Source: an optimization exercise on an open RTL-to-GDS flow (aim: small area and a short achievable clock period). Production flows keep margins and buffers that such runs may drop. The RTL was checked by simulation tests, not by an equivalence proof against the original design.

===== config.mk =====
export PLATFORM = sky130hd
export DESIGN_NAME = matrix_mul_sa_pipe
export DESIGN_NICKNAME = matrix_mul_sa_pipe
export VERILOG_FILES = /design/flow/design.v
export SDC_FILE = /design/flow/constraint.sdc
export NUM_CORES = 4
export LEC_CHECK = 0
export CAP_MARGIN = 20
export CORE_MARGIN = 2
export CORE_UTILIZATION = 40
export CTS_BUF_LIST = sky130_fd_sc_hd__clkbuf_16
export CTS_CLUSTER_DIAMETER = 80
export CTS_CLUSTER_SIZE = 25
export SETUP_SLACK_MARGIN = 3.2
export SLEW_MARGIN = 20
export TNS_END_PERCENT = 100

===== constraint.sdc =====
create_clock -name core_clock -period 5.5 [get_ports {clk}]
set_input_delay 1.1000 -clock core_clock [delete_from_list [all_inputs] [get_ports {clk}]]
set_output_delay 1.1000 -clock core_clock [all_outputs]
set_load 0.01 [all_outputs]

===== design.v =====
module pe (
    input                    clk,
    input                    load,
    input                    nload,
    input  signed [7:0]      a,
    input         [11:0]      b,
    output reg signed [16:0] acc
);
    wire p3;
    wire p6;
    wire p9;
    wire p12;
    wire p15;
    wire p18;
    wire p21;
    wire p24;
    wire p27;
    wire p30;
    wire p33;
    wire p36;
    wire p39;
    wire p42;
    wire p45;
    wire p48;
    wire p51;
    wire p54;
    wire p57;
    wire p60;
    wire p63;
    wire p66;
    wire p69;
    wire p72;
    wire p75;
    wire p78;
    wire p81;
    wire p84;
    wire p87;
    wire p90;
    wire p93;
    wire p96;
    wire p99;
    wire p102;
    wire p105;
    wire p108;
    wire s111;
    wire c112;
    wire s115;
    wire c116;
    wire s119;
    wire c120;
    wire s123;
    wire c124;
    wire s127;
    wire c128;
    wire s131;
    wire c132;
    wire s135;
    wire c136;
    wire s139;
    wire c140;
    wire s143;
    wire c144;
    wire s147;
    wire c148;
    wire s151;
    wire c152;
    wire s155;
    wire c156;
    wire s159;
    wire c160;
    wire s163;
    wire c164;
    wire s167;
    wire c168;
    wire s171;
    wire c172;
    wire s175;
    wire c176;
    wire s179;
    wire c180;
    wire s183;
    wire c184;
    wire s187;
    wire c188;
    wire s191;
    wire c192;
    wire s195;
    wire c196;
    wire s199;
    wire c200;
    wire s203;
    wire c204;
    wire s207;
    wire c208;
    wire s211;
    wire c212;
    wire s215;
    wire c216;
    wire s219;
    wire c220;
    wire s223;
    wire c224;
    wire s227;
    wire c228;
    wire s231;
    wire c232;
    wire s235;
    wire c236;
    wire s239;
    wire c240;
    wire s243;
    wire c244;
    wire s247;
    wire c248;
    wire s251;
    wire c252;
    reg q0_0;
    reg q0_1;
    reg q1_1;
    reg q0_2;
    reg q1_2;
    reg q0_3;
    reg q1_3;
    reg q0_4;
    reg q1_4;
    reg q0_5;
    reg q1_5;
    reg q0_6;
    reg q1_6;
    reg q0_7;
    reg q1_7;
    reg q0_8;
    reg q1_8;
    reg q0_9;
    reg q1_9;
    reg q0_10;
    reg q1_10;
    reg q0_11;
    reg q1_11;
    reg q0_12;
    reg q1_12;
    reg q0_13;
    reg q1_13;
    reg q0_14;
    assign p3 = (b[0] & a[0]) ^ b[8];
    assign p6 = ((b[0] & a[1]) | (b[4] & a[0])) ^ b[8];
    assign p9 = ((b[0] & a[2]) | (b[4] & a[1])) ^ b[8];
    assign p12 = ((b[0] & a[3]) | (b[4] & a[2])) ^ b[8];
    assign p15 = ((b[0] & a[4]) | (b[4] & a[3])) ^ b[8];
    assign p18 = ((b[0] & a[5]) | (b[4] & a[4])) ^ b[8];
    assign p21 = ((b[0] & a[6]) | (b[4] & a[5])) ^ b[8];
    assign p24 = ((b[0] & a[7]) | (b[4] & a[6])) ^ b[8];
    assign p27 = ~(((b[0] & a[7]) | (b[4] & a[7])) ^ b[8]);
    assign p30 = (b[1] & a[0]) ^ b[9];
    assign p33 = ((b[1] & a[1]) | (b[5] & a[0])) ^ b[9];
    assign p36 = ((b[1] & a[2]) | (b[5] & a[1])) ^ b[9];
    assign p39 = ((b[1] & a[3]) | (b[5] & a[2])) ^ b[9];
    assign p42 = ((b[1] & a[4]) | (b[5] & a[3])) ^ b[9];
    assign p45 = ((b[1] & a[5]) | (b[5] & a[4])) ^ b[9];
    assign p48 = ((b[1] & a[6]) | (b[5] & a[5])) ^ b[9];
    assign p51 = ((b[1] & a[7]) | (b[5] & a[6])) ^ b[9];
    assign p54 = ~(((b[1] & a[7]) | (b[5] & a[7])) ^ b[9]);
    assign p57 = (b[2] & a[0]) ^ b[10];
    assign p60 = ((b[2] & a[1]) | (b[6] & a[0])) ^ b[10];
    assign p63 = ((b[2] & a[2]) | (b[6] & a[1])) ^ b[10];
    assign p66 = ((b[2] & a[3]) | (b[6] & a[2])) ^ b[10];
    assign p69 = ((b[2] & a[4]) | (b[6] & a[3])) ^ b[10];
    assign p72 = ((b[2] & a[5]) | (b[6] & a[4])) ^ b[10];
    assign p75 = ((b[2] & a[6]) | (b[6] & a[5])) ^ b[10];
    assign p78 = ((b[2] & a[7]) | (b[6] & a[6])) ^ b[10];
    assign p81 = ~(((b[2] & a[7]) | (b[6] & a[7])) ^ b[10]);
    assign p84 = (b[3] & a[0]) ^ b[11];
    assign p87 = ((b[3] & a[1]) | (b[7] & a[0])) ^ b[11];
    assign p90 = ((b[3] & a[2]) | (b[7] & a[1])) ^ b[11];
    assign p93 = ((b[3] & a[3]) | (b[7] & a[2])) ^ b[11];
    assign p96 = ((b[3] & a[4]) | (b[7] & a[3])) ^ b[11];
    assign p99 = ((b[3] & a[5]) | (b[7] & a[4])) ^ b[11];
    assign p102 = ((b[3] & a[6]) | (b[7] & a[5])) ^ b[11];
    assign p105 = ((b[3] & a[7]) | (b[7] & a[6])) ^ b[11];
    assign p108 = ~(((b[3] & a[7]) | (b[7] & a[7])) ^ b[11]);
    assign s111 = p3 ^ b[8];
    assign c112 = p3 & b[8];
    assign s115 = b[11] ^ p21;
    assign c116 = b[11] & p21;
    assign s119 = p24 ^ p45;
    assign c120 = p24 & p45;
    assign s123 = p27 ^ p48;
    assign c124 = p27 & p48;
    assign s127 = b[10] ^ p15;
    assign c128 = b[10] & p15;
    assign s131 = p18 ^ p39;
    assign c132 = p18 & p39;
    assign s135 = p42 ^ p63 ^ p84;
    assign c136 = (p42 & p63) | (p42 & p84) | (p63 & p84);
    assign s139 = p66 ^ p87 ^ s119;
    assign c140 = (p66 & p87) | (p66 & s119) | (p87 & s119);
    assign s143 = p69 ^ p90 ^ s123;
    assign c144 = (p69 & p90) | (p69 & s123) | (p90 & s123);
    assign s147 = p51 ^ p72 ^ p93;
    assign c148 = (p51 & p72) | (p51 & p93) | (p72 & p93);
    assign s151 = p54 ^ p75;
    assign c152 = p54 & p75;
    assign s155 = b[9] ^ p9;
    assign c156 = b[9] & p9;
    assign s159 = p12 ^ p33;
    assign c160 = p12 & p33;
    assign s163 = p36 ^ p57 ^ s127;
    assign c164 = (p36 & p57) | (p36 & s127) | (p57 & s127);
    assign s167 = p60 ^ s131 ^ c128;
    assign c168 = (p60 & s131) | (p60 & c128) | (s131 & c128);
    assign s171 = s115 ^ c132 ^ s135;
    assign c172 = (s115 & c132) | (s115 & s135) | (c132 & s135);
    assign s175 = c116 ^ c136 ^ s139;
    assign c176 = (c116 & c136) | (c116 & s139) | (c136 & s139);
    assign s179 = c120 ^ s143 ^ c140;
    assign c180 = (c120 & s143) | (c120 & c140) | (s143 & c140);
    assign s183 = c124 ^ s147 ^ c144;
    assign c184 = (c124 & s147) | (c124 & c144) | (s147 & c144);
    assign s187 = p96 ^ s151 ^ c148;
    assign c188 = (p96 & s151) | (p96 & c148) | (s151 & c148);
    assign s191 = p78 ^ p99 ^ c152;
    assign c192 = (p78 & p99) | (p78 & c152) | (p99 & c152);
    assign s195 = p81 ^ p102;
    assign c196 = p81 & p102;
    assign s199 = acc[1] ^ (q0_1);
    assign c200 = acc[1] & (q0_1);
    assign s203 = acc[2] ^ (q0_2) ^ (q1_2);
    assign c204 = (acc[2] & (q0_2)) | (acc[2] & (q1_2)) | ((q0_2) & (q1_2));
    assign s207 = acc[3] ^ (q0_3) ^ (q1_3);
    assign c208 = (acc[3] & (q0_3)) | (acc[3] & (q1_3)) | ((q0_3) & (q1_3));
    assign s211 = acc[4] ^ (q0_4) ^ (q1_4);
    assign c212 = (acc[4] & (q0_4)) | (acc[4] & (q1_4)) | ((q0_4) & (q1_4));
    assign s215 = acc[5] ^ (q0_5) ^ (q1_5);
    assign c216 = (acc[5] & (q0_5)) | (acc[5] & (q1_5)) | ((q0_5) & (q1_5));
    assign s219 = acc[6] ^ (q0_6) ^ (q1_6);
    assign c220 = (acc[6] & (q0_6)) | (acc[6] & (q1_6)) | ((q0_6) & (q1_6));
    assign s223 = acc[7] ^ (q0_7) ^ (q1_7);
    assign c224 = (acc[7] & (q0_7)) | (acc[7] & (q1_7)) | ((q0_7) & (q1_7));
    assign s227 = acc[8] ^ (q0_8) ^ (q1_8);
    assign c228 = (acc[8] & (q0_8)) | (acc[8] & (q1_8)) | ((q0_8) & (q1_8));
    assign s231 = acc[9] ^ (q0_9) ^ (q1_9);
    assign c232 = (acc[9] & (q0_9)) | (acc[9] & (q1_9)) | ((q0_9) & (q1_9));
    assign s235 = acc[10] ^ (q0_10) ^ (q1_10);
    assign c236 = (acc[10] & (q0_10)) | (acc[10] & (q1_10)) | ((q0_10) & (q1_10));
    assign s239 = acc[11] ^ (q0_11) ^ (q1_11);
    assign c240 = (acc[11] & (q0_11)) | (acc[11] & (q1_11)) | ((q0_11) & (q1_11));
    assign s243 = acc[12] ^ (q0_12) ^ (q1_12);
    assign c244 = (acc[12] & (q0_12)) | (acc[12] & (q1_12)) | ((q0_12) & (q1_12));
    assign s247 = acc[13] ^ (q0_13) ^ (q1_13);
    assign c248 = (acc[13] & (q0_13)) | (acc[13] & (q1_13)) | ((q0_13) & (q1_13));
    assign s251 = acc[14] ^ (q0_14);
    assign c252 = acc[14] & (q0_14);
    always @(posedge clk) begin
        q0_0 <= s111;
        q0_1 <= p6;
        q1_1 <= c112;
        q0_2 <= p30;
        q1_2 <= s155;
        q0_3 <= s159;
        q1_3 <= c156;
        q0_4 <= s163;
        q1_4 <= c160;
        q0_5 <= s167;
        q1_5 <= c164;
        q0_6 <= s171;
        q1_6 <= c168;
        q0_7 <= s175;
        q1_7 <= c172;
        q0_8 <= s179;
        q1_8 <= c176;
        q0_9 <= s183;
        q1_9 <= c180;
        q0_10 <= s187;
        q1_10 <= c184;
        q0_11 <= s191;
        q1_11 <= c188;
        q0_12 <= s195;
        q1_12 <= c192;
        q0_13 <= p105;
        q1_13 <= c196;
        q0_14 <= p108;
    end
    wire [16:0] r0 = {acc[16], acc[15], s251, s247, s243, s239, s235, s231, s227, s223, s219, s215, s211, s207, s203, (q1_1), acc[0]};
    wire [16:0] r1 = {1'b0, c252, c248, c244, c240, c236, c232, c228, c224, c220, c216, c212, c208, c204, c200, s199, (q0_0)};
    wire [16:0] sum = r0 + r1;
    always @(posedge clk) begin
        acc[0] <= ~load & sum[0];
        acc[1] <= ~load & sum[1];
        acc[2] <= ~load & sum[2];
        acc[3] <= ~load & sum[3];
        acc[4] <= ~load & sum[4];
        acc[5] <= ~load & sum[5];
        acc[6] <= ~load & sum[6];
        acc[7] <= ~load & sum[7];
        acc[8] <= ~nload | sum[8];
        acc[9] <= ~load & sum[9];
        acc[10] <= ~load & sum[10];
        acc[11] <= ~load & sum[11];
        acc[12] <= ~load & sum[12];
        acc[13] <= ~load & sum[13];
        acc[14] <= ~load & sum[14];
        acc[15] <= ~load & sum[15];
        acc[16] <= ~nload | sum[16];
    end
endmodule
module matrix_mul_sa_pipe #(
    parameter DW = 8
)(
    input                    clk,
    input                    rst_n,
    input                    start,
    input  signed [DW-1:0]   x_1, x_2, x_3, y_1, y_2, y_3,
    output                   p11_v, p1221_v, p132231_v, p3223_v, p33_v,
    output signed [2*DW:0]   p_1_1, p_1_2, p_1_3, p_2_1, p_2_2, p_2_3, p_3_1, p_3_2, p_3_3
);
    reg [1:0] ph;
    reg       run;
    reg       v0, v1, v2;
    always @(posedge clk or negedge rst_n) begin
        if (!rst_n) begin
            ph  <= 2'd0;
            run <= 1'b0;
            v0  <= 1'b0;
            v1  <= 1'b0;
            v2  <= 1'b0;
        end else begin
            ph  <= ph + {1'b0, start};
            run <= run | (start & (ph == 2'd3));
            v0  <= start & run & (ph == 2'd0);
            v1  <= start & run & (ph == 2'd1);
            v2  <= start & run & (ph == 2'd2);
        end
    end
    assign p11_v     = v0;
    assign p1221_v   = v1;
    assign p132231_v = v2;
    assign p3223_v   = v2;
    assign p33_v     = v2;
    reg signed [DW-1:0] x1d1, x1d2, x1d3, x2d1, x2d2, x3d1;
    reg        [11:0] y1d1, y1d2, y1d3, y2d1, y2d2, y3d1;
    wire [11:0] ye1 = {y_1[7], y_1[5], y_1[3], y_1[1], ((y_1[7] ^ y_1[6]) & ~(y_1[6] ^ y_1[5])), ((y_1[5] ^ y_1[4]) & ~(y_1[4] ^ y_1[3])), ((y_1[3] ^ y_1[2]) & ~(y_1[2] ^ y_1[1])), (y_1[1] & ~y_1[0]), (y_1[6] ^ y_1[5]), (y_1[4] ^ y_1[3]), (y_1[2] ^ y_1[1]), y_1[0]};
    wire [11:0] ye2 = {y_2[7], y_2[5], y_2[3], y_2[1], ((y_2[7] ^ y_2[6]) & ~(y_2[6] ^ y_2[5])), ((y_2[5] ^ y_2[4]) & ~(y_2[4] ^ y_2[3])), ((y_2[3] ^ y_2[2]) & ~(y_2[2] ^ y_2[1])), (y_2[1] & ~y_2[0]), (y_2[6] ^ y_2[5]), (y_2[4] ^ y_2[3]), (y_2[2] ^ y_2[1]), y_2[0]};
    wire [11:0] ye3 = {y_3[7], y_3[5], y_3[3], y_3[1], ((y_3[7] ^ y_3[6]) & ~(y_3[6] ^ y_3[5])), ((y_3[5] ^ y_3[4]) & ~(y_3[4] ^ y_3[3])), ((y_3[3] ^ y_3[2]) & ~(y_3[2] ^ y_3[1])), (y_3[1] & ~y_3[0]), (y_3[6] ^ y_3[5]), (y_3[4] ^ y_3[3]), (y_3[2] ^ y_3[1]), y_3[0]};
    always @(posedge clk) begin
        x1d1 <= x_1; x1d2 <= x1d1; x1d3 <= x1d2;
        x2d1 <= x_2; x2d2 <= x2d1;
        x3d1 <= x_3;
        y1d1 <= ye1; y1d2 <= y1d1; y1d3 <= y1d2;
        y2d1 <= ye2; y2d2 <= y2d1;
        y3d1 <= ye3;
    end
    wire [1:0] ph_nx = ph + {1'b0, start};
    reg ld1, ld2, ld3, nld1, nld2, nld3;
    always @(posedge clk) begin
        ld1  <= (ph_nx == 2'd1);
        ld2  <= (ph_nx == 2'd2);
        ld3  <= (ph_nx == 2'd3);
        nld1 <= (ph_nx != 2'd1);
        nld2 <= (ph_nx != 2'd2);
        nld3 <= (ph_nx != 2'd3);
    end
    pe pe_11 (.clk(clk), .load(ld1), .nload(nld1), .a(x1d1), .b(y1d1), .acc(p_1_1));
    pe pe_12 (.clk(clk), .load(ld2), .nload(nld2), .a(x1d2), .b(y2d1), .acc(p_1_2));
    pe pe_13 (.clk(clk), .load(ld3), .nload(nld3), .a(x1d3), .b(y3d1), .acc(p_1_3));
    pe pe_21 (.clk(clk), .load(ld2), .nload(nld2), .a(x2d1), .b(y1d2), .acc(p_2_1));
    pe pe_22 (.clk(clk), .load(ld3), .nload(nld3), .a(x2d2), .b(y2d2), .acc(p_2_2));
    pe pe_23 (.clk(clk), .load(ld3), .nload(nld3), .a(x2d2), .b(y3d1), .acc(p_2_3));
    pe pe_31 (.clk(clk), .load(ld3), .nload(nld3), .a(x3d1), .b(y1d3), .acc(p_3_1));
    pe pe_32 (.clk(clk), .load(ld3), .nload(nld3), .a(x3d1), .b(y2d2), .acc(p_3_2));
    pe pe_33 (.clk(clk), .load(ld3), .nload(nld3), .a(x3d1), .b(y3d1), .acc(p_3_3));
endmodule

===== flow/run.sh =====
#!/bin/bash
# Layout flow: the standard synthesis, then the synthesized netlist is
# replaced by the gate-level netlist that flow/gen.py builds for the same RTL
# (same registers, names and cell types, taken from the standard synthesis),
# then the standard flow from floorplan to finish. Port buffers use
# buf_1; clock tree synthesis uses clkbuf_4 sink buffers, small clusters and
# no dummy loads. Falls back to the standard flow if the netlist cannot be
# built.
set -u
R=orfs/results/sky130hd/matrix_mul_sa_pipe/base
export BUFFER_PORTS_ARGS="-buffer_cell sky130_fd_sc_hd__buf_1"
export CTS_ARGS="-sink_clustering_enable -repair_clock_nets -sink_clustering_size 12 -sink_clustering_max_diameter 45 -buf_list sky130_fd_sc_hd__clkbuf_16 -dont_use_dummy_load -sink_clustering_buffer sky130_fd_sc_hd__clkbuf_4"
if bash standard.sh synth > synth.log 2>&1 \
   && cp $R/1_2_yosys.v std_synth.v \
   && python3 flow/gen.py net std_synth.v gen_netlist.v > gen.log 2>&1; then
    cp gen_netlist.v $R/1_2_yosys.v
    rm -f $R/1_synth.odb $R/1_synth.sdc
    echo "using generated netlist" > flow_choice.log
else
    echo "generated netlist failed; standard flow" > flow_choice.log
fi
bash standard.sh > layout.log 2>&1

===== flow/gen.py =====
#!/usr/bin/env python3
"""Generator for the 3x3 streaming matrix multiplier.

  python3 gen.py rtl OUTDIR            write OUTDIR/pe.v and OUTDIR/matrix_mul_sa_pipe.v
  python3 gen.py net STD.v OUT.v       write a gate-level sky130hd netlist of the same
                                       design to OUT.v, taking register instance names
                                       and cell types from the standard synthesis STD.v

The RTL and the netlist come from one description, so they match at every
register: the netlist only chooses cells and signal polarities.

Each PE(i,j) is a two-stage multiply-accumulate unit. Stage 1 forms the
Baugh-Wooley partial products of a*b and reduces them with a Dadda tree of
full/half adders to T1 rows, which are registered (some bits inverted).
Stage 2 adds those rows to base = load ? 3K : acc, with K the Baugh-Wooley
constant, so three products after a load acc holds their exact sum.
"""
import re
import sys

W = 17                      # accumulator width
T1 = 2                      # rows left after stage 1
PREFIX = "hc"                # carry-propagate adder: "ks" Kogge-Stone, "sk" Sklansky,
                             # "hc" Han-Carlson
MULT = "booth"              # "bw" Baugh-Wooley array, "booth" radix-4 Booth on b
if MULT == "bw":
    K = (1 << 16) + (1 << 15) + (1 << 8)          # a*b = tree + K (mod 2^17)
else:
    K = -((1 << 8) + (1 << 10) + (1 << 12) + (1 << 14))
K3 = (3 * K) % (1 << W)
BW = 12 if MULT == "booth" else 8                 # width of a stored b operand

# rough delays (ns) used only to order adder inputs
D_FA, D_HA, D_INV, D_G = 0.42, 0.25, 0.05, 0.12


# ----------------------------------------------------------------------------
# logical signals carry an RTL expression name and, in the netlist, a literal
# (net, pol): the net holds the value when pol == 0 and its complement when 1.
class Sig:
    def __init__(self, rtl, net, pol, t):
        self.rtl, self.net, self.pol, self.t = rtl, net, pol, t


class Builder:
    def __init__(self, prefix):
        self.prefix = prefix
        self.rtl = []          # RTL assigns
        self.rtl_wires = []
        self.cells = []        # (type, {pin: net})
        self.nets = []
        self.n = 0
        self.invs = {}

    def wire(self, kind):
        self.n += 1
        return f"{kind}{self.n}"

    def net(self):
        self.n += 1
        name = f"{self.prefix}n{self.n}"
        self.nets.append(name)
        return name

    def cell(self, typ, **pins):
        self.cells.append((typ, pins))

    def lit(self, s, pol):
        """net carrying s's value xor pol"""
        if s.pol == pol:
            return s.net
        if s.net not in self.invs:
            y = self.net()
            self.cell("inv_1", A=s.net, Y=y)
            self.invs[s.net] = y
        return self.invs[s.net]

    def rtl_assign(self, expr, kind="w"):
        name = self.wire(kind)
        self.rtl_wires.append(name)
        self.rtl.append(f"    assign {name} = {expr};")
        return name

    # --- adders on logical signals
    def fa(self, x, y, z):
        pols = [x.pol, y.pol, z.pol]
        p = 1 if sum(pols) >= 2 else 0
        t = max(s.t + (D_INV if s.pol != p else 0) for s in (x, y, z))
        a, b, c = (self.lit(s, p) for s in (x, y, z))
        so, co = self.net(), self.net()
        self.cell("fa_1", A=a, B=b, CIN=c, SUM=so, COUT=co)
        rs = self.rtl_assign(f"{x.rtl} ^ {y.rtl} ^ {z.rtl}", "s")
        rc = self.rtl_assign(f"({x.rtl} & {y.rtl}) | ({x.rtl} & {z.rtl}) | ({y.rtl} & {z.rtl})", "c")
        return Sig(rs, so, p, t + D_FA), Sig(rc, co, p, t + D_FA)

    def ha(self, x, y):
        t = max(x.t, y.t)
        so, co = self.net(), self.net()
        if x.pol == 0 and y.pol == 0:
            self.cell("ha_1", A=x.net, B=y.net, SUM=so, COUT=co)
            t += D_HA
        elif x.pol == 1 and y.pol == 1:
            self.cell("xnor2_1", A=x.net, B=y.net, Y=so)       # ~(~x ^ ~y) = ~(x ^ y)
            self.cell("or2_1", A=x.net, B=y.net, X=co)         # ~x | ~y = ~(x & y)
            t += D_G + 0.05
            rs = self.rtl_assign(f"{x.rtl} ^ {y.rtl}", "s")
            rc = self.rtl_assign(f"{x.rtl} & {y.rtl}", "c")
            return Sig(rs, so, 1, t), Sig(rc, co, 1, t)
        else:
            if x.pol == 1:
                x, y = y, x                                     # x true, y inverted
            self.cell("xnor2_1", A=x.net, B=y.net, Y=so)       # ~(x ^ ~y) = x ^ y
            self.cell("nor2b_1", A=y.net, B_N=x.net, Y=co)     # ~(~y) & x = x & y
            t += D_G + 0.05
        rs = self.rtl_assign(f"{x.rtl} ^ {y.rtl}", "s")
        rc = self.rtl_assign(f"{x.rtl} & {y.rtl}", "c")
        return Sig(rs, so, 0, t), Sig(rc, co, 0, t)

    def reduce(self, cols, final):
        """Dadda reduction of columns of Sig to at most `final` bits each."""
        ncol = len(cols)
        d = [2]
        while d[-1] < max(len(x) for x in cols):
            d.append(d[-1] * 3 // 2)
        targets = [t for t in reversed(d[:-1]) if t >= final]
        for target in targets:
            new_cols = [[] for _ in range(ncol)]
            carries = [[] for _ in range(ncol + 1)]
            for c in range(ncol):
                bits = sorted(cols[c], key=lambda s: s.t)
                h = len(bits) + len(carries[c])
                out = []
                while h > target:
                    if h - target >= 2 and len(bits) >= 3:
                        # earliest bit plus the two next best matching its polarity
                        first = bits[0]
                        rest = bits[1:]
                        rest.sort(key=lambda s: (s.t + (D_INV if s.pol != first.pol else 0)))
                        grp = [first] + rest[:2]
                        for g in grp:
                            bits.remove(g)
                        s, cy = self.fa(*grp)
                        h -= 2
                    elif len(bits) >= 2:
                        s, cy = self.ha(bits.pop(0), bits.pop(0))
                        h -= 1
                    else:
                        break
                    out.append(s)
                    if c + 1 < ncol:
                        carries[c + 1].append(cy)
                new_cols[c] = bits + out + carries[c]
            cols = new_cols
        return cols


# ----------------------------------------------------------------------------
def build_pe(prefix, a_nets, b_nets, ld_net, nld_net, acc_nets, regnames):
    """Build one PE. Returns (builder, rtl_regs, q_info, acc_d_nets).

    a_nets/b_nets: nets of operand bits (true polarity); acc_nets: Q nets of
    the accumulator flip-flops; regnames: callable giving register nets."""
    B = Builder(prefix)
    cols = [[] for _ in range(W)]
    if MULT == "bw":
        # stage 1: partial products, all carried inverted
        for i in range(8):
            for j in range(8):
                y = B.net()
                if (i == 7) != (j == 7):
                    B.cell("and2_1", A=a_nets[i], B=b_nets[j], X=y)
                    r = B.rtl_assign(f"~(a[{i}] & b[{j}])", "p")
                else:
                    B.cell("nand2_1", A=a_nets[i], B=b_nets[j], Y=y)
                    r = B.rtl_assign(f"a[{i}] & b[{j}]", "p")
                cols[i + j].append(Sig(r, y, 1, D_G))
    else:
        # radix-4 Booth: b arrives encoded as one[k] = b[k], two[k] = b[4+k],
        # neg[k] = b[8+k]; row k = (sel ^ neg) with sel = one & a[j] | two & a[j-1],
        # its top bit inverted (sign extension folded into K), plus neg at 2k
        for k in range(4):
            one, two, neg = b_nets[k], b_nets[4 + k], b_nets[8 + k]
            ro, rt, rn = f"b[{k}]", f"b[{4 + k}]", f"b[{8 + k}]"
            for j in range(9):
                ns = B.net()
                aj = a_nets[min(j, 7)]
                raj = f"a[{min(j, 7)}]"
                if j == 0:
                    B.cell("nand2_1", A=one, B=aj, Y=ns)
                    rsel = f"({ro} & {raj})"
                else:
                    am = a_nets[j - 1]
                    B.cell("a22oi_1", A1=one, A2=aj, B1=two, B2=am, Y=ns)
                    rsel = f"(({ro} & {raj}) | ({rt} & a[{j - 1}]))"
                y = B.net()
                if j < 8:
                    # x = sel ^ neg = ~(nsel ^ neg)
                    B.cell("xnor2_1", A=ns, B=neg, Y=y)
                    r = B.rtl_assign(f"{rsel} ^ {rn}", "p")
                else:
                    # the top bit enters inverted: ~x = nsel ^ neg
                    B.cell("xor2_1", A=ns, B=neg, X=y)
                    r = B.rtl_assign(f"~({rsel} ^ {rn})", "p")
                cols[2 * k + j].append(Sig(r, y, 0, D_G + 0.2))
            cols[2 * k].append(Sig(rn, neg, 0, 0.0))
        # column 0 holds x[0][0] and neg[0]; add them here so that no stage-1
        # register is a plain copy of an operand bit
        s0, c0 = B.ha(cols[0][0], cols[0][1])
        cols[0] = [s0]
        cols[1].append(c0)
    cols = B.reduce(cols, T1)
    # registered rows: register q{k}_{c} holds the row bit, inverted when its
    # literal is inverted (so the flip-flop needs no inverter)
    qregs = []       # (regname, rtl expr for D, d_net, pol)
    qsigs = [[] for _ in range(W)]
    for c in range(W):
        assert len(cols[c]) <= T1
        for k, s in enumerate(cols[c]):
            name = f"q{k}_{c}"
            expr = f"~{s.rtl}" if s.pol else s.rtl
            qnet = regnames(name)
            qregs.append((name, expr, s.net))
            qsigs[c].append(Sig(f"({'~' if s.pol else ''}{name})", qnet, s.pol, 0.0))
    # stage 2: base, nand2/nor2 give base inverted
    cols2 = [[] for _ in range(W)]
    for c in range(W):
        cols2[c].append(Sig(f"acc[{c}]", acc_nets[c], 0, 0.0))
        cols2[c].extend(qsigs[c])
    cols2 = B.reduce(cols2, 2)
    # carry-propagate adder: Sklansky prefix with polarity tracking
    g, p, h = [], [], []
    for c in range(W):
        bits = cols2[c]
        if len(bits) == 2:
            u, v = bits
            # generate g = u & v, propagate p = u | v (prefix), half sum h = u ^ v
            gn, pn, hn = B.net(), B.net(), B.net()
            if u.pol == 0 and v.pol == 0:
                B.cell("nand2_1", A=u.net, B=v.net, Y=gn)
                gs = Sig(None, gn, 1, 0)
                B.cell("nor2_1", A=u.net, B=v.net, Y=pn)
                ps = Sig(None, pn, 1, 0)
                B.cell("xor2_1", A=u.net, B=v.net, X=hn)
                hs = Sig(None, hn, 0, 0)
            elif u.pol == 1 and v.pol == 1:
                B.cell("nor2_1", A=u.net, B=v.net, Y=gn)
                gs = Sig(None, gn, 0, 0)
                B.cell("nand2_1", A=u.net, B=v.net, Y=pn)
                ps = Sig(None, pn, 0, 0)
                B.cell("xor2_1", A=u.net, B=v.net, X=hn)
                hs = Sig(None, hn, 0, 0)
            else:
                if u.pol == 1:
                    u, v = v, u
                B.cell("nor2b_1", A=v.net, B_N=u.net, Y=gn)
                gs = Sig(None, gn, 0, 0)
                B.cell("nand2b_1", A_N=u.net, B=v.net, Y=pn)
                ps = Sig(None, pn, 0, 0)
                B.cell("xnor2_1", A=u.net, B=v.net, Y=hn)
                hs = Sig(None, hn, 0, 0)
            g.append(gs)
            p.append(ps)
            h.append(hs)
        elif len(bits) == 1:
            g.append(None)
            p.append(bits[0])
            h.append(bits[0])
        else:
            g.append(None)
            p.append(None)
            h.append(None)
    # rtl for stage 2 result rows
    r0 = [cols2[c][0].rtl if len(cols2[c]) > 0 else "1'b0" for c in range(W)]
    r1 = [cols2[c][1].rtl if len(cols2[c]) > 1 else "1'b0" for c in range(W)]

    def combine(hi, lo):
        """(G,P) of hi range combined with lower range lo; None means 0 for G."""
        Gh, Ph = hi
        Gl, Pl = lo
        if Gl is None:
            G = Gh
        elif Ph is None:
            G = Gh
        elif Gh is None:
            # G = Ph & Gl
            G = and_sig(B, Ph, Gl)
        else:
            G = aoi_sig(B, Gh, Ph, Gl)
        if Ph is None or Pl is None:
            P = None
        else:
            P = and_sig(B, Ph, Pl)
        return (G, P)

    # prefix over bits 0..W-2 (carries into bits 1..W-1)
    n = W - 1
    node = [(g[i], p[i]) for i in range(n)]
    lvl = 1
    while lvl < n:
        new = list(node)
        for i in range(n):
            if PREFIX == "sk" and (i // lvl) % 2 == 1:
                new[i] = combine(node[i], node[(i // lvl) * lvl - 1])
            elif PREFIX == "ks" and i >= lvl:
                new[i] = combine(node[i], node[i - lvl])
            elif PREFIX == "hc" and i % 2 == 1 and i >= lvl:
                new[i] = combine(node[i], node[i - lvl])
        node = new
        lvl *= 2
    if PREFIX == "hc":
        # Han-Carlson: odd bits went through Kogge-Stone; even bits take one more level
        for i in range(2, n, 2):
            node[i] = combine(node[i], node[i - 1])
    carry = [None] + [node[i][0] for i in range(n)]
    # acc D = clr ? K3 : sum; ns = ~sum bit, then nor2(clr, ns) = ~clr & sum
    # or nand2(nclr, ns) = clr | sum
    acc_d = []
    for c in range(W):
        hs, cs = h[c], carry[c]
        if hs is None and cs is None:
            raise RuntimeError("constant sum bit")
        if cs is None:
            ns = B.lit(hs, 1)
        elif hs is None:
            ns = B.lit(cs, 1)
        else:
            ns = B.net()
            if hs.pol == cs.pol:
                B.cell("xnor2_1", A=hs.net, B=cs.net, Y=ns)
            else:
                B.cell("xor2_1", A=hs.net, B=cs.net, X=ns)
        y = B.net()
        if (K3 >> c) & 1:
            B.cell("nand2_1", A=nld_net, B=ns, Y=y)
        else:
            B.cell("nor2_1", A=ld_net, B=ns, Y=y)
        acc_d.append(y)
    return B, qregs, r0, r1, acc_d


def and_sig(B, x, y):
    """x & y with polarity tracking."""
    o = B.net()
    if x.pol == 0 and y.pol == 0:
        B.cell("nand2_1", A=x.net, B=y.net, Y=o)
        return Sig(None, o, 1, 0)
    if x.pol == 1 and y.pol == 1:
        B.cell("nor2_1", A=x.net, B=y.net, Y=o)
        return Sig(None, o, 0, 0)
    if x.pol == 1:
        x, y = y, x
    # x true, y inverted: x & ~ny
    B.cell("nor2b_1", A=y.net, B_N=x.net, Y=o)
    return Sig(None, o, 0, 0)


def aoi_sig(B, gh, ph, gl):
    """gh | (ph & gl) with polarity tracking."""
    o = B.net()
    pols = [gh.pol, ph.pol, gl.pol]
    pol = 1 if sum(pols) >= 2 else 0
    a1, a2, b1 = B.lit(ph, pol), B.lit(gl, pol), B.lit(gh, pol)
    if pol == 0:
        B.cell("a21oi_1", A1=a1, A2=a2, B1=b1, Y=o)
        return Sig(None, o, 1, 0)
    # inputs inverted: ~G = ngh & (nph | ngl) -> G = o21ai
    B.cell("o21ai_1", A1=a1, A2=a2, B1=b1, Y=o)
    return Sig(None, o, 0, 0)


# ----------------------------------------------------------------------------
PES = [  # name, a operand reg, b operand reg, load strobe pair
    ("pe_11", "x1d1", "y1d1", "1"),
    ("pe_12", "x1d2", "y2d1", "2"),
    ("pe_13", "x1d3", "y3d1", "3"),
    ("pe_21", "x2d1", "y1d2", "2"),
    ("pe_22", "x2d2", "y2d2", "3"),
    ("pe_23", "x2d2", "y3d1", "3"),
    ("pe_31", "x3d1", "y1d3", "3"),
    ("pe_32", "x3d1", "y2d2", "3"),
    ("pe_33", "x3d1", "y3d1", "3"),
]
# load strobe pairs: (ld register, nld register, phase of ph_nx, nld reset kind)
STROBES = {
    "1": ("ld1", "nld1", 1, None),
    "2": ("ld2", "nld2", 2, None),
    "3": ("ld3", "nld3", 3, None),
}
OPREGS = [("x1d1", "x_1"), ("x1d2", "x1d1"), ("x1d3", "x1d2"),
          ("x2d1", "x_2"), ("x2d2", "x2d1"), ("x3d1", "x_3"),
          ("y1d1", "y_1"), ("y1d2", "y1d1"), ("y1d3", "y1d2"),
          ("y2d1", "y_2"), ("y2d2", "y2d1"), ("y3d1", "y_3")]


def pe_template():
    """Build the PE once with placeholder nets to get its RTL."""
    a = [f"a[{i}]" for i in range(8)]
    b = [f"b[{i}]" for i in range(BW)]
    acc = [f"acc[{i}]" for i in range(W)]
    return build_pe("t_", a, b, "load", "nload", acc, lambda q: q)


def write_rtl(outdir):
    B, qregs, r0, r1, _ = pe_template()
    o = []
    o.append("// Generated by gen/gen.py (see gen/README.md): two-stage signed 8x8")
    o.append("// multiply-accumulate unit. Stage 1 reduces the " + ("Baugh-Wooley" if MULT == "bw" else "radix-4 Booth") + " partial products")
    o.append(f"// of a*b with a Dadda tree to {T1} rows and registers them (bits marked ~ are")
    o.append("// stored inverted). Stage 2 adds the rows to acc, or sets acc to 3K when load")
    o.append("// (nload = ~load) is high, where K is the constant left out of stage 1, so")
    o.append("// three products after a load acc holds their exact sum (mod 2^17).")
    o.append("module pe (")
    o.append("    input                    clk,")
    o.append("    input                    load,")
    o.append("    input                    nload,")
    o.append("    input  signed [7:0]      a,")
    o.append(f"    input         [{BW - 1}:0]      b,")
    o.append("    output reg signed [16:0] acc")
    o.append(");")
    for w in B.rtl_wires:
        o.append(f"    wire {w};")
    for name, _, _ in qregs:
        o.append(f"    reg {name};")
    o.extend(B.rtl)
    o.append("    always @(posedge clk) begin")
    for name, expr, _ in qregs:
        o.append(f"        {name} <= {expr};")
    o.append("    end")
    o.append("    wire [16:0] r0 = {" + ", ".join(reversed(r0)) + "};")
    o.append("    wire [16:0] r1 = {" + ", ".join(reversed(r1)) + "};")
    o.append("    wire [16:0] sum = r0 + r1;")
    o.append("    always @(posedge clk) begin")
    for c in range(W):
        if (K3 >> c) & 1:
            o.append(f"        acc[{c}] <= ~nload | sum[{c}];")
        else:
            o.append(f"        acc[{c}] <= ~load & sum[{c}];")
    o.append("    end")
    o.append("endmodule")
    open(f"{outdir}/pe.v", "w").write("\n".join(o) + "\n")
    open(f"{outdir}/matrix_mul_sa_pipe.v", "w").write(top_rtl())


def booth_enc_exprs(y):
    """RTL expressions of the 12 stored Booth bits of port y: one[0..3],
    two[0..3], neg[0..3]."""
    one, two, nneg = [], [], []
    for k in range(4):
        if k == 0:
            one.append(f"{y}[0]")
            two.append(f"({y}[1] & ~{y}[0])")
        else:
            one.append(f"({y}[{2 * k}] ^ {y}[{2 * k - 1}])")
            two.append(f"(({y}[{2 * k + 1}] ^ {y}[{2 * k}]) & ~({y}[{2 * k}] ^ {y}[{2 * k - 1}]))")
        nneg.append(f"{y}[{2 * k + 1}]")
    return one + two + nneg


def top_rtl():
    t = TOP_RTL.replace("@BW1@", str(BW - 1))
    if MULT == "booth":
        enc = ["    // y operands are stored radix-4 Booth encoded: bits 3:0 one, 7:4 two,",
               "    // 11:8 sign of each digit"]
        for i in (1, 2, 3):
            ex = booth_enc_exprs(f"y_{i}")
            enc.append(f"    wire [11:0] ye{i} = {{" + ", ".join(reversed(ex)) + "};")
        t = t.replace("@YENC@", "\n".join(enc) + "\n")
        for i in (1, 2, 3):
            t = t.replace(f"@Y{i}@", f"ye{i}")
    else:
        t = t.replace("@YENC@", "")
        for i in (1, 2, 3):
            t = t.replace(f"@Y{i}@", f"y_{i}")
    return t


TOP_RTL = """// 3x3 matrix multiplier on a skewed stream, one matrix pair every 4 cycles.
module matrix_mul_sa_pipe #(
    parameter DW = 8
)(
    input                    clk,
    input                    rst_n,
    input                    start,
    input  signed [DW-1:0]   x_1, x_2, x_3, y_1, y_2, y_3,
    output                   p11_v, p1221_v, p132231_v, p3223_v, p33_v,
    output signed [2*DW:0]   p_1_1, p_1_2, p_1_3, p_2_1, p_2_2, p_2_3, p_3_1, p_3_2, p_3_3
);
    // window phase: ph = cycle mod 4 once start is high; run set from cycle 4;
    // results of window n are valid in cycles 4n+5, 4n+6, 4n+7
    reg [1:0] ph;
    reg       run;
    reg       v0, v1, v2;
    always @(posedge clk or negedge rst_n) begin
        if (!rst_n) begin
            ph  <= 2'd0;
            run <= 1'b0;
            v0  <= 1'b0;
            v1  <= 1'b0;
            v2  <= 1'b0;
        end else begin
            ph  <= ph + {1'b0, start};
            run <= run | (start & (ph == 2'd3));
            v0  <= start & run & (ph == 2'd0);
            v1  <= start & run & (ph == 2'd1);
            v2  <= start & run & (ph == 2'd2);
        end
    end
    assign p11_v     = v0;
    assign p1221_v   = v1;
    assign p132231_v = v2;
    assign p3223_v   = v2;
    assign p33_v     = v2;

    // operand delay lines (no reset: only values from the current stream are used)
    reg signed [DW-1:0] x1d1, x1d2, x1d3, x2d1, x2d2, x3d1;
    reg        [@BW1@:0] y1d1, y1d2, y1d3, y2d1, y2d2, y3d1;
@YENC@    always @(posedge clk) begin
        x1d1 <= x_1; x1d2 <= x1d1; x1d3 <= x1d2;
        x2d1 <= x_2; x2d2 <= x2d1;
        x3d1 <= x_3;
        y1d1 <= @Y1@; y1d2 <= y1d1; y1d3 <= y1d2;
        y2d1 <= @Y2@; y2d2 <= y2d1;
        y3d1 <= @Y3@;
    end

    // PE(i,j) accumulates in phases max(i,j) + 1 .. max(i,j) + 3; in phase
    // max(i,j), after its result was shown, it is set to its start value. The
    // load strobes (and their complements) are registered from the next phase.
    wire [1:0] ph_nx = ph + {1'b0, start};
    reg ld1, ld2, ld3, nld1, nld2, nld3;
    always @(posedge clk) begin
        ld1  <= (ph_nx == 2'd1);
        ld2  <= (ph_nx == 2'd2);
        ld3  <= (ph_nx == 2'd3);
        nld1 <= (ph_nx != 2'd1);
        nld2 <= (ph_nx != 2'd2);
        nld3 <= (ph_nx != 2'd3);
    end

    pe pe_11 (.clk(clk), .load(ld1), .nload(nld1), .a(x1d1), .b(y1d1), .acc(p_1_1));
    pe pe_12 (.clk(clk), .load(ld2), .nload(nld2), .a(x1d2), .b(y2d1), .acc(p_1_2));
    pe pe_13 (.clk(clk), .load(ld3), .nload(nld3), .a(x1d3), .b(y3d1), .acc(p_1_3));
    pe pe_21 (.clk(clk), .load(ld2), .nload(nld2), .a(x2d1), .b(y1d2), .acc(p_2_1));
    pe pe_22 (.clk(clk), .load(ld3), .nload(nld3), .a(x2d2), .b(y2d2), .acc(p_2_2));
    pe pe_23 (.clk(clk), .load(ld3), .nload(nld3), .a(x2d2), .b(y3d1), .acc(p_2_3));
    pe pe_31 (.clk(clk), .load(ld3), .nload(nld3), .a(x3d1), .b(y1d3), .acc(p_3_1));
    pe pe_32 (.clk(clk), .load(ld3), .nload(nld3), .a(x3d1), .b(y2d2), .acc(p_3_2));
    pe pe_33 (.clk(clk), .load(ld3), .nload(nld3), .a(x3d1), .b(y3d1), .acc(p_3_3));
endmodule
"""


# ----------------------------------------------------------------------------
PORT_NETS = {"p11_v", "p1221_v", "p132231_v", "p3223_v", "p33_v"}


def esc(name):
    return "\\" + name + " "


def write_net(std_path, out_path):
    # registers of the standard synthesis: base name -> (instance name, cell)
    std = {}
    for m in re.finditer(r"(sky130_fd_sc_hd__d\w+)\s+\\(\S+)\s*\(", open(std_path).read()):
        cell, inst = m.group(1), m.group(2)
        base = inst.split("$")[0]
        std[base] = (inst, cell)
    cells = []       # (type, inst, pins)
    nets = set()
    regs_used = {}

    def reg(base, d, q, reset=None):
        if base not in std:
            raise RuntimeError(f"register {base} not in standard synthesis")
        inst, cell = std[base]
        if reset is True:
            reset = "r"
        want = {None: "dfxtp", "r": "dfrtp", "s": "dfstp"}[reset]
        if not cell.startswith(f"sky130_fd_sc_hd__{want}"):
            raise RuntimeError(f"register {base} is {cell}, expected {want}")
        pins = {"CLK": "clk", "D": d, "Q": q}
        if reset == "r":
            pins["RESET_B"] = "rst_n"
        elif reset == "s":
            pins["SET_B"] = "rst_n"
        cells.append((cell[len("sky130_fd_sc_hd__"):], esc(inst), pins))
        regs_used[base] = True

    cnt = [0]

    def gate(typ, **pins):
        cnt[0] += 1
        cells.append((typ, f"_g{cnt[0]}_", pins))

    def net(name):
        nets.add(name)
        return name

    # operand registers
    opq = {}
    for r, src in OPREGS:
        opq[r] = [net(f"{r}_q{i}") for i in range(BW if r[0] == "y" else 8)]
    enc = {}
    if MULT == "booth":
        for yi in ("y_1", "y_2", "y_3"):
            e = [net(f"{yi}_e{i}") for i in range(12)]
            b = [f"{yi}[{i}]" for i in range(8)]
            for k in range(4):
                e[8 + k] = b[2 * k + 1]          # sign bits are stored as they come
                if k == 0:
                    e[0] = b[0]
                    gate("nor2b_1", A=b[0], B_N=b[1], Y=e[4])
                else:
                    x = net(f"{yi}_x{k}")
                    gate("xor2_1", A=b[2 * k], B=b[2 * k - 1], X=e[k])
                    gate("xnor2_1", A=b[2 * k + 1], B=b[2 * k], Y=x)
                    gate("nor2_1", A=e[k], B=x, Y=e[4 + k])
            enc[yi] = e
    for r, src in OPREGS:
        for i in range(len(opq[r])):
            if src in enc:
                d = enc[src][i]
            elif src.startswith(("x_", "y_")):
                d = f"{src}[{i}]"
            else:
                d = opq[src][i]
            reg(f"{r}[{i}]", d, opq[r][i])
    # control
    ph = [net("ph_q0"), net("ph_q1")]
    run, v0, v1 = net("run_q"), "p11_v", "p1221_v"
    v2 = "p132231_v"
    phd = [net("ph_d0"), net("ph_d1")]
    t0 = net("ph_t")
    gate("xor2_1", A="ph_q0", B="start", X=phd[0])
    gate("and2_1", A="ph_q0", B="start", X=t0)
    gate("xor2_1", A="ph_q1", B=t0, X=phd[1])
    reg("ph[0]", phd[0], ph[0], True)
    reg("ph[1]", phd[1], ph[1], True)
    rund = net("run_d")
    gate("a31o_1", A1="start", A2=ph[0], A3=ph[1], B1=run, X=rund)
    reg("run", rund, run, True)
    for v, vd, g in ((v0, "v0_d", None), (v1, "v1_d", None), (v2, "v2_d", None)):
        net(vd)
    gate("and4bb_1", A_N=ph[0], B_N=ph[1], C="start", D=run, X="v0_d")
    gate("and4b_1", A_N=ph[1], B=ph[0], C="start", D=run, X="v1_d")
    gate("and4b_1", A_N=ph[0], B=ph[1], C="start", D=run, X="v2_d")
    reg("v0", "v0_d", v0, True)
    reg("v1", "v1_d", v1, True)
    reg("v2", "v2_d", v2, True)
    gate("buf_1", A=v2, X="p3223_v")
    gate("buf_1", A=v2, X="p33_v")
    # ph_nx == 2, 3, 0 and complements
    for n_ in ("eq1", "ne1", "eq2", "ne2", "eq3", "ne3"):
        net(n_)
    gate("nor2b_1", A=phd[1], B_N=phd[0], Y="eq1")         # ph_nx == 1
    gate("nand2b_1", A_N=phd[1], B=phd[0], Y="ne1")
    gate("nor2b_1", A=phd[0], B_N=phd[1], Y="eq2")         # ph_nx == 2
    gate("nand2b_1", A_N=phd[0], B=phd[1], Y="ne2")
    gate("and2_1", A=phd[0], B=phd[1], X="eq3")            # ph_nx == 3
    gate("nand2_1", A=phd[0], B=phd[1], Y="ne3")
    ld, nld = {}, {}
    for key, (lr, nr, ph_, nk) in STROBES.items():
        ld[key] = net(f"{lr}_q")
        nld[key] = net(f"{nr}_q")
        if lr not in regs_used:
            reg(lr, f"eq{ph_}", ld[key])
        reg(nr, f"ne{ph_}", nld[key], nk)
    # PEs
    outname = {"pe_11": "p_1_1", "pe_12": "p_1_2", "pe_13": "p_1_3",
               "pe_21": "p_2_1", "pe_22": "p_2_2", "pe_23": "p_2_3",
               "pe_31": "p_3_1", "pe_32": "p_3_2", "pe_33": "p_3_3"}
    for name, ra, rb, grp in PES:
        acc = [f"{outname[name]}[{c}]" for c in range(W)]
        qnets = {}

        def regnames(q, name=name, qnets=qnets):
            qnets[q] = net(f"{name}_{q}")
            return qnets[q]
        B, qregs, _, _, acc_d = build_pe(f"{name}_", opq[ra], opq[rb], ld[grp], nld[grp], acc, regnames)
        for n_ in B.nets:
            nets.add(n_)
        for typ, pins in B.cells:
            cnt[0] += 1
            cells.append((typ, f"_g{cnt[0]}_", pins))
        for q, expr, dnet in qregs:
            reg(f"{name}.{q}", dnet, qnets[q])
        for c in range(W):
            reg(f"{name}.acc[{c}]", acc_d[c], acc[c])
    # drop gates whose outputs drive nothing (registers always stay)
    outs = ("X", "Y", "SUM", "COUT")
    while True:
        used = set()
        for typ, inst, pins in cells:
            for k, v in pins.items():
                if k not in outs and k != "Q":
                    used.add(v)
        keep = []
        for cell in cells:
            typ, inst, pins = cell
            o_ = [v for k, v in pins.items() if k in outs]
            if o_ and not typ.startswith("d") and not any(v in used or v in PORT_NETS or v.startswith("p_") for v in o_):
                continue
            keep.append(cell)
        if len(keep) == len(cells):
            break
        cells[:] = keep
    # size flip-flops by fanout (the drive strength may differ from synthesis)
    fo = {}
    for typ, inst, pins in cells:
        for k, v in pins.items():
            if k not in ("X", "Y", "Q", "SUM", "COUT"):
                fo[v] = fo.get(v, 0) + 1
    for idx, (typ, inst, pins) in enumerate(cells):
        if typ.startswith(("dfxtp", "dfrtp", "dfstp")):
            n_ = fo.get(pins["Q"], 0)
            if n_ > 20:
                cells[idx] = (typ[:5] + "_4", inst, pins)
            elif n_ > 10:
                cells[idx] = (typ[:5] + "_2", inst, pins)
    missing = set(std) - set(regs_used)
    if missing:
        raise RuntimeError(f"standard registers not built: {sorted(missing)[:5]}")
    # write
    o = []
    ports = ["clk", "rst_n", "start", "x_1", "x_2", "x_3", "y_1", "y_2", "y_3",
             "p11_v", "p1221_v", "p132231_v", "p3223_v", "p33_v"] + \
            [f"p_{i}_{j}" for i in (1, 2, 3) for j in (1, 2, 3)]
    o.append("module matrix_mul_sa_pipe(" + ", ".join(ports) + ");")
    for p_ in ("clk", "rst_n", "start"):
        o.append(f"  input {p_};")
    for p_ in ("x_1", "x_2", "x_3", "y_1", "y_2", "y_3"):
        o.append(f"  input [7:0] {p_};")
    for p_ in ("p11_v", "p1221_v", "p132231_v", "p3223_v", "p33_v"):
        o.append(f"  output {p_};")
    for i in (1, 2, 3):
        for j in (1, 2, 3):
            o.append(f"  output [16:0] p_{i}_{j};")
    for n_ in sorted(nets):
        o.append(f"  wire {n_};")
    for typ, inst, pins in cells:
        conns = ", ".join(f".{k}({v})" for k, v in pins.items())
        o.append(f"  sky130_fd_sc_hd__{typ} {inst}({conns});")
    o.append("endmodule")
    open(out_path, "w").write("\n".join(o) + "\n")
    from collections import Counter
    cc = Counter(t for t, _, _ in cells)
    sys.stderr.write("cells: " + ", ".join(f"{k} {v}" for k, v in sorted(cc.items())) + "\n")


if __name__ == "__main__":
    if sys.argv[1] == "rtl":
        write_rtl(sys.argv[2])
    elif sys.argv[1] == "net":
        write_net(sys.argv[2], sys.argv[3])

===== standard.sh =====
#!/bin/bash
# synth_recipe.tcl (not shown) runs the flow's synth.tcl, then flattens the netlist and writes it again
# the make line also repeats each setting of config.mk as NAME=value (left out here)
make -C /OpenROAD-flow-scripts/flow DESIGN_CONFIG=/design/flow/config.mk WORK_HOME=/design/flow/orfs CLKGATE_MAP_FILE= SYNTH_SCRIPT=/design/flow/synth_recipe.tcl "${@:-finish}"

==> results.txt <==
critical path depth=1; Mapped Avg Cell Area=10.28 um^2; Critical Path RT=4400 ps; post-route ant nets=0; final setup fails=0; H-Tree Depth=3; Mapped Nets=3135; CP max stage cell=dfxtp_2; Max Cap Viol=0; dpl hpwl=50600 um; Final #Nets=3443; GRT Total Usage=19.01%; cell count after synthesis=2760; R2R cell count=4; IO buf count=208; Relative slew margins=43.15%; Ys Warns=2; Critical Path AT=1140 ps; die area=73070 um^2; initial antenna violation count=3; worst-path fanout max=2; Slew Limit Fails=0; Startpoint Class=flip-flop; RSZ-0062 raised after global routing=yes; first-pass detailed-route iteration total=5; Initial Utilization=40.44%; crit share post-route=40.81%; share of layout cells above drive strength 1=12.52%; Vias/cell=5.027; critical path endpoint=p_3_3[9]; Worst Skew=69.93 ps; I/O pin count=209; Clk Latency, worst-skew pair=600 ps; largest net degree at the start of global routing=71; clk sinks=537; Setup Total Neg Slack=0 ps; flop2flop setup slack=3300 ps; crit-path cells=buf_1; reg2reg end=pe_31.q0_8; Die Wd=270.3 um; Setup CP Type=reg -> out; worst r2r src=y1d3[9]; TritonCTS buffer count=79; CTS Buffer Depth=3; Tmin final=2245 ps; Die H=270.3 um; top cell family by delay on the critical path=flip-flops; core area=70150 um^2; Worst-path clk slew=100 ps; CTS tree=yes; Crit. End Element=primary output; DR vias=20140; min-delay worst type=reg -> reg; Bufs and invs on worst path=1; Max Freq=445.5 MHz; GR Overflow Total=0; Min Hold Slack=393.8 ps; Diodes inserted=0; Layout area overhead=12.36%; Hold Fails Final Rpt=0; average wire per cell in the routed design=17.58 um; first-pass GRT wire length=110700 um; vias in the first global route=20040; Netlist Area Pre-Place=28370 um^2; delay of the slowest critical-path stage=400 ps; Routability Congestion=0.8700; DR iter-0 viols=1018; CTS root buf=clkbuf_16; launch point of the worst path=pe_33.acc[9]; worst-margin pin slew=852.8 ps; DRC=0; # rows=97; status=no timing/DRC/antenna violations; Routed WL=70410 um
-- placed cells by master (no fill, tap or decap), types with 5 or more instances in the layout --
master and n:
xnor2_1 387, dfxtp_1 385, nor2_1 351, a22oi_1 287, nand2_1 253, xor2_1 245
fa_1 215, o21ai_1 169, buf_1 160, ha_1 108, dfxtp_2 105, clkbuf_4 70
a21oi_1 58, inv_1 45, a21oi_2 41, dfxtp_4 41, nor2_2 27, buf_2 27
buf_4 19, o21ai_2 15, clkbuf_2 13, clkbuf_16 9, buf_6 7, dfrtp_1 6
nor2b_1 5, o21ai_4 5
-- final cells by class --
class	instances	area [um^2]
sequential	537	11070
fill	6863	38270
clock buffer	79	750.7
multi-input combinational	2176	17620
inverter	45	168.9
timing repair buffer	229	1092
tap	940	1176
-- how the worst min path moves through the flow --
| stage | startpoint | end | cells past startpoint |
|---|---|---|---|
| after floorplan | nld1 | pe_11.acc[16] | 1 |
| after global placement | nld1 | pe_11.acc[16] | 1 |
| after detailed placement | nld1 | pe_11.acc[16] | 1 |
| after CTS | rst_n | v0 | 1 |
| after global routing | rst_n | v0 | 1 |
| final | y2d1[1] | y2d2[1] | 0 |
-- metrics by stage --
stage / worst slack [ps] / utilization, % / instance area, um^2 / cells
2_1_floorplan: 3344 / - / 28370 / 2760
3_3_place_gp: 3172 / 43.23 / 30330 / 3907
3_5_place_dp: 3148 / 43.23 / 30330 / 3907
4_1_cts: 3151 / 44.55 / 31250 / 3989
5_1_grt: 3106 / 45.44 / 31880 / 4006
6_report: 3255 / 45.44 / 31880 / 4006
-- sequential cells by signal, indices dropped and copies added, names as in the netlist, 8 cells and up --
| name | cells |
|---|---|
| pe_23.acc | 17 |
| y1d1 | 12 |
| x2d2 | 8 |
| pe_33.acc | 17 |
| y1d3 | 12 |
| x3d1 | 8 |
| pe_32.acc | 17 |
| pe_13.acc | 17 |
| x1d1 | 8 |
| pe_12.acc | 17 |
| y1d2 | 12 |
| x2d1 | 8 |
| pe_22.acc | 17 |
| y2d2 | 12 |
| pe_11.acc | 17 |
| x1d3 | 8 |
| pe_21.acc | 17 |
| pe_31.acc | 17 |
| y2d1 | 12 |
| x1d2 | 8 |
| y3d1 | 12 |
-- per-layer routing --
layer	up-vias	global-route usage [%]	part of all wire, %
met4	6	6.906	2.9
met5	-	0	0.060
met1	9560	26.14	46
li1	9926	-	-
met3	126	3.307	5.0
met2	520	30.01	46
-- what timing repair did --
item	CTS	global route
resized for setup	96	160
buffers inserted	3	17
pin swaps	0	5
setup endpoints to repair	78	125
hold buffers	0	0

==> re-timing with driven ports <==
The results above use ideal ports. As a check the final layout listed here was re-extracted and re-timed, cells and wires unchanged. Step 1 sets driving cells, clkbuf_16 on the clock port and buf_2 on the other inputs (assumed; they add their load-dependent delay and slew). Step 2, shift: input delay + t, output delay - t, t = (earliest + latest rising clock arrival at the registers) / 2. This alone moves slack from input paths to output paths. Slacks: ideal ports / drivers / drivers and shift; pairs: ideal ports / drivers.
t (ns): 0.633
setup slack, ns: 3.255 / 3.193 / 3.297
worst hold slack (ns): 0.394 / 0.363 / 0.394
worst setup path at the end: register to register
After both steps setup and hold are still met in this run. For this run, drivers alone change the setup slack by -0.062 ns; drivers and shift together by +0.042 ns.
